What follows belongs to an exercise in optimizing a design on an open flow for small area; a production flow would make more cautious choices. In this exercise RTL edits were held to simulation tests only and were not proved equivalent to the original. The flow treats the clock pin as an ideal source. Dropping or thinning the clock tree relies on that and would not hold on a real chip. Power is estimated from default activity; no workload was simulated.

Setup of north:
==> module clock_dividers, before the edit <==
module clock_dividers(
	input clk_in,
	input rst,
	output clk_1hz,
	output clk_2hz,
	output clk_blink,
	output scan_tick,    
	output [1:0] scan_idx  
);
reg [7:0] c0;
reg scan;
reg [2:0] jh;
reg [1:0] r;
reg [2:0] wave;
wire c0_low = ~(c0[6] | c0[4] | c0[3] | c0[1] | c0[0]);
wire w0 = c0_low & c0[5] & ~c0[7];
wire c0_zero = c0_low & ~c0[5] & ~c0[2];
wire e1 = w0 & scan;
wire jw = jh[2] & jh[1];
wire j_low3 = (r == wave[1:0]);
wire e2 = e1 & jw;
wire ejh = e1 & j_low3;
always @(posedge clk_in) begin
	if (rst | w0)
		c0 <= 8'd0;
	else
		c0 <= {c0[6:0], ~(c0[7] ^ c0[6] ^ c0[5] ^ c0[0])};
end
always @(posedge clk_in) begin
	if (rst) begin
		scan <= 1'b0;
		jh <= 3'd0;
		r <= 2'd0;
		wave <= 3'd0;
	end
	else begin
		scan <= scan ^ w0;
		if (scan_tick)
			r <= r + 2'd1;
		if (e2)
			jh <= 3'd0;
		else begin
			jh[0] <= jh[0] ^ ejh;
			jh[1] <= jh[1] ^ (ejh & jh[0]);
			jh[2] <= jh[2] ^ (ejh & jh[1] & jh[0]);
		end
		wave[0] <= wave[0] ^ e2;
		wave[1] <= wave[1] ^ (e2 & wave[0]);
		wave[2] <= wave[2] ^ (e2 & wave[1] & wave[0]);
	end
end
assign clk_blink = wave[0];
assign clk_2hz = wave[1];
assign clk_1hz = wave[2];
assign scan_tick = scan & c0_zero;
assign scan_idx = r;
endmodule
export LEC_CHECK = 0
export CAP_MARGIN = 20
export CORE_MARGIN = 2
export CORE_UTILIZATION = 40
export SLEW_MARGIN = 20
create_clock -name core_clock -period 10.0 [get_ports {clk}]
standard.sh (not shown) runs the stock make flow with config.mk's settings and CLKGATE_MAP_FILE= SYNTH_SCRIPT=/design/flow/synth_recipe.tcl, a recipe that flattens the netlist after the stock synthesis.
==> flow/flow/run.sh <==
#!/bin/bash
# Own layout flow: the standard synthesis, then the combinational logic
# re-mapped for area with area-oriented ABC scripts (every register instance
# of the standard synthesis is kept as it is; the smallest of the mappings is
# used, after share_inv.py gives inverted-input gates shared inverters), then
# the standard layout steps with a manual clock tree (see
# pre_cts.tcl) and buf_1 port buffers.
# Each tool's output goes to a log file of its own in the work folder.
set -euo pipefail
WORK=$(pwd)
FLOWDIR=$WORK/flow
RES=$WORK/orfs/results/${FLOW_PLATFORM:-sky130hd}/stopwatch/base
YOSYS=${FLOW_HOME:-/OpenROAD-flow-scripts/flow}/../tools/install/yosys/bin/yosys
[ -x "$YOSYS" ] || YOSYS=yosys

bash standard.sh synth > "$WORK/run_synth.log" 2>&1
cp "$RES/1_2_yosys.v" "$WORK/standard_synth.v"

LIB=${FLOW_HOME:-/OpenROAD-flow-scripts/flow}/platforms/sky130hd/lib/sky130_fd_sc_hd__tt_025C_1v80.lib
for script in "$FLOWDIR"/abc*.script; do
	n=$(basename "$script" .script)
	REMAP_SCRIPT=$script REMAP_OUT=remap_$n "$YOSYS" -c "$FLOWDIR/remap.tcl" > "$WORK/run_remap_$n.log" 2>&1 &
done
wait
best=""
best_area=""
for script in "$FLOWDIR"/abc*.script; do
	n=$(basename "$script" .script)
	[ -f "$WORK/remap_$n.stat" ] && [ -f "$WORK/remap_$n.v" ] || continue
	a=$(awk '/Chip area/ {print $NF}' "$WORK/remap_$n.stat")
	# share the inverters of inverted-input gates, if that still proves equivalent
	s=0
	if saved=$(python3 "$FLOWDIR/share_inv.py" "$LIB" "$WORK/remap_$n.v" "$WORK/remap_${n}_inv.v" 2> "$WORK/run_share_inv_$n.log"); then
		cp "$WORK/remap_$n.v" "$WORK/equiv_a.v"
		cp "$WORK/remap_${n}_inv.v" "$WORK/equiv_b.v"
		if LIB=$LIB "$YOSYS" -c "$FLOWDIR/equiv.tcl" > "$WORK/run_equiv_$n.log" 2>&1; then
			cp "$WORK/remap_${n}_inv.v" "$WORK/remap_$n.v"
			s=$saved
		fi
	fi
	a=$(awk -v a="$a" -v s="$s" 'BEGIN {printf "%.4f", a - s}')
	echo "$n $a (inverter sharing saved $s)" >> "$WORK/remap_areas.txt"
	if [ -z "$best" ] || awk -v a="$a" -v b="$best_area" 'BEGIN {exit !(a < b)}'; then
		best=$n
		best_area=$a
	fi
done
echo "using $best $best_area" >> "$WORK/remap_areas.txt"
cp "$WORK/remap_$best.v" "$RES/1_2_yosys.v"
rm -f "$RES/1_synth.odb" "$RES/1_synth.sdc"
bash standard.sh \
	"PRE_CTS_TCL=$FLOWDIR/pre_cts.tcl" \
	"BUFFER_PORTS_ARGS=-buffer_cell sky130_fd_sc_hd__buf_1" \
	finish > "$WORK/run_layout.log" 2>&1
Other scripts of this flow, unchanged in this note and not shown: flow/flow/abc1.script, flow/flow/abc2.script, flow/flow/abc3.script, flow/flow/abc4.script, flow/flow/abc_ds1.script, flow/flow/abc_ds2.script, flow/flow/abc_ds3.script, flow/flow/equiv.tcl, flow/flow/manual_cts.tcl, flow/flow/pre_cts.tcl, flow/flow/remap.tcl, flow/flow/share_inv.py
The inputs of south differ from those of north as listed below.
==> flow/design.v, changed modules only <==
module clock_dividers(
	input clk_in,
	input rst,
	output clk_1hz,
	output clk_2hz,
	output clk_blink,
	output scan_tick,    
	output [1:0] scan_idx  
);
reg [7:0] c0;
reg scan;
reg [2:0] jh;
reg [1:0] r;
reg [2:0] wave;
wire c0_low = ~(c0[6] | c0[4] | c0[3] | c0[1] | c0[0]);
wire w0 = c0_low & c0[5] & ~c0[7];
wire c0_zero = c0_low & ~c0[5] & ~c0[2];
wire e1 = w0 & scan;
wire jw = jh[2] & jh[1];
wire j_low3 = (r[0] ^ wave[0]) & ~(r[1] ^ r[0] ^ wave[1]);
wire e2 = e1 & jw;
wire ejh = e1 & j_low3;
always @(posedge clk_in) begin
	if (rst | w0)
		c0 <= 8'd0;
	else
		c0 <= {c0[6:0], ~(c0[7] ^ c0[6] ^ c0[5] ^ c0[0])};
end
always @(posedge clk_in) begin
	if (rst) begin
		scan <= 1'b0;
		jh <= 3'd0;
		r <= 2'd0;
		wave <= 3'd0;
	end
	else begin
		scan <= scan ^ w0;
		r[0] <= r[0] ^ e1;
		r[1] <= r[1] ^ (e1 & r[0]);
		if (e2)
			jh <= 3'd0;
		else begin
			jh[0] <= jh[0] ^ ejh;
			jh[1] <= jh[1] ^ (ejh & jh[0]);
			jh[2] <= jh[2] ^ (ejh & jh[1] & jh[0]);
		end
		wave[0] <= wave[0] ^ e2;
		wave[1] <= wave[1] ^ (e2 & wave[0]);
		wave[2] <= wave[2] ^ (e2 & wave[1] & wave[0]);
	end
end
assign clk_blink = wave[0];
assign clk_2hz = wave[1];
assign clk_1hz = wave[2];
assign scan_tick = scan & c0_zero;
assign scan_idx = r + {1'b0, scan & ~c0_zero};
endmodule
[summary]
- Clock group power: north vs south — no meaningful difference
- ~same die outline area in south and north
- Leakage power summed over all cells in south is about 0.38% higher than in north
- From north to south the numbers moved as follows: worst reg-to-reg setup slack increased by 130 ps relative to the old numbers, maximum number of pins on one net before global-route repair lost 2, sequential share of layout area did not really move, buffers plus inverters on the worst setup path dropped 1, final wirelength picked up an extra 0.83%.
- Area after synthesis across south and north: no real change.
- Going from north to south, largest fanout of any net on the critical path shrinks by 7.
- Re depth of the critical timing path with buffers and inverters included: north was lower than south.
- north reports its end point of the critical path as an[3] while south reports an[1].
- Compared with north, in south remaining design rule violation count about even; area of all placed cells without fillers about even.
In every run of this note, the design's own scripts or RTL, not TritonCTS, make the clock network.

-- re-timing with driven ports --
No port has a modelled driver above. Below, the same layouts with a new extraction and two added sets of constraints. Step 1, drivers: a clkbuf_16 drives clk and a buf_2 each remaining input, both assumed. Step 2 times the ports against the registers' clock, not the clock port: input delays grow and output delays shrink by t, the midpoint of the rising clock arrivals with the driver on. a / b / c = ideal / step 1 / step 2; a / b = the first two.
run | t, ns | setup slack, ns | worst hold slack (ns) | worst setup path at the end
north | 0.211 | 6.582 / 6.530 / 6.603 | 0.398 / 0.398 / 0.398 | input to register
south | 0.214 | 6.193 / 6.138 / 6.353 | 0.400 / 0.400 / 0.400 | register to output
After both steps setup and hold are still met in every run listed.
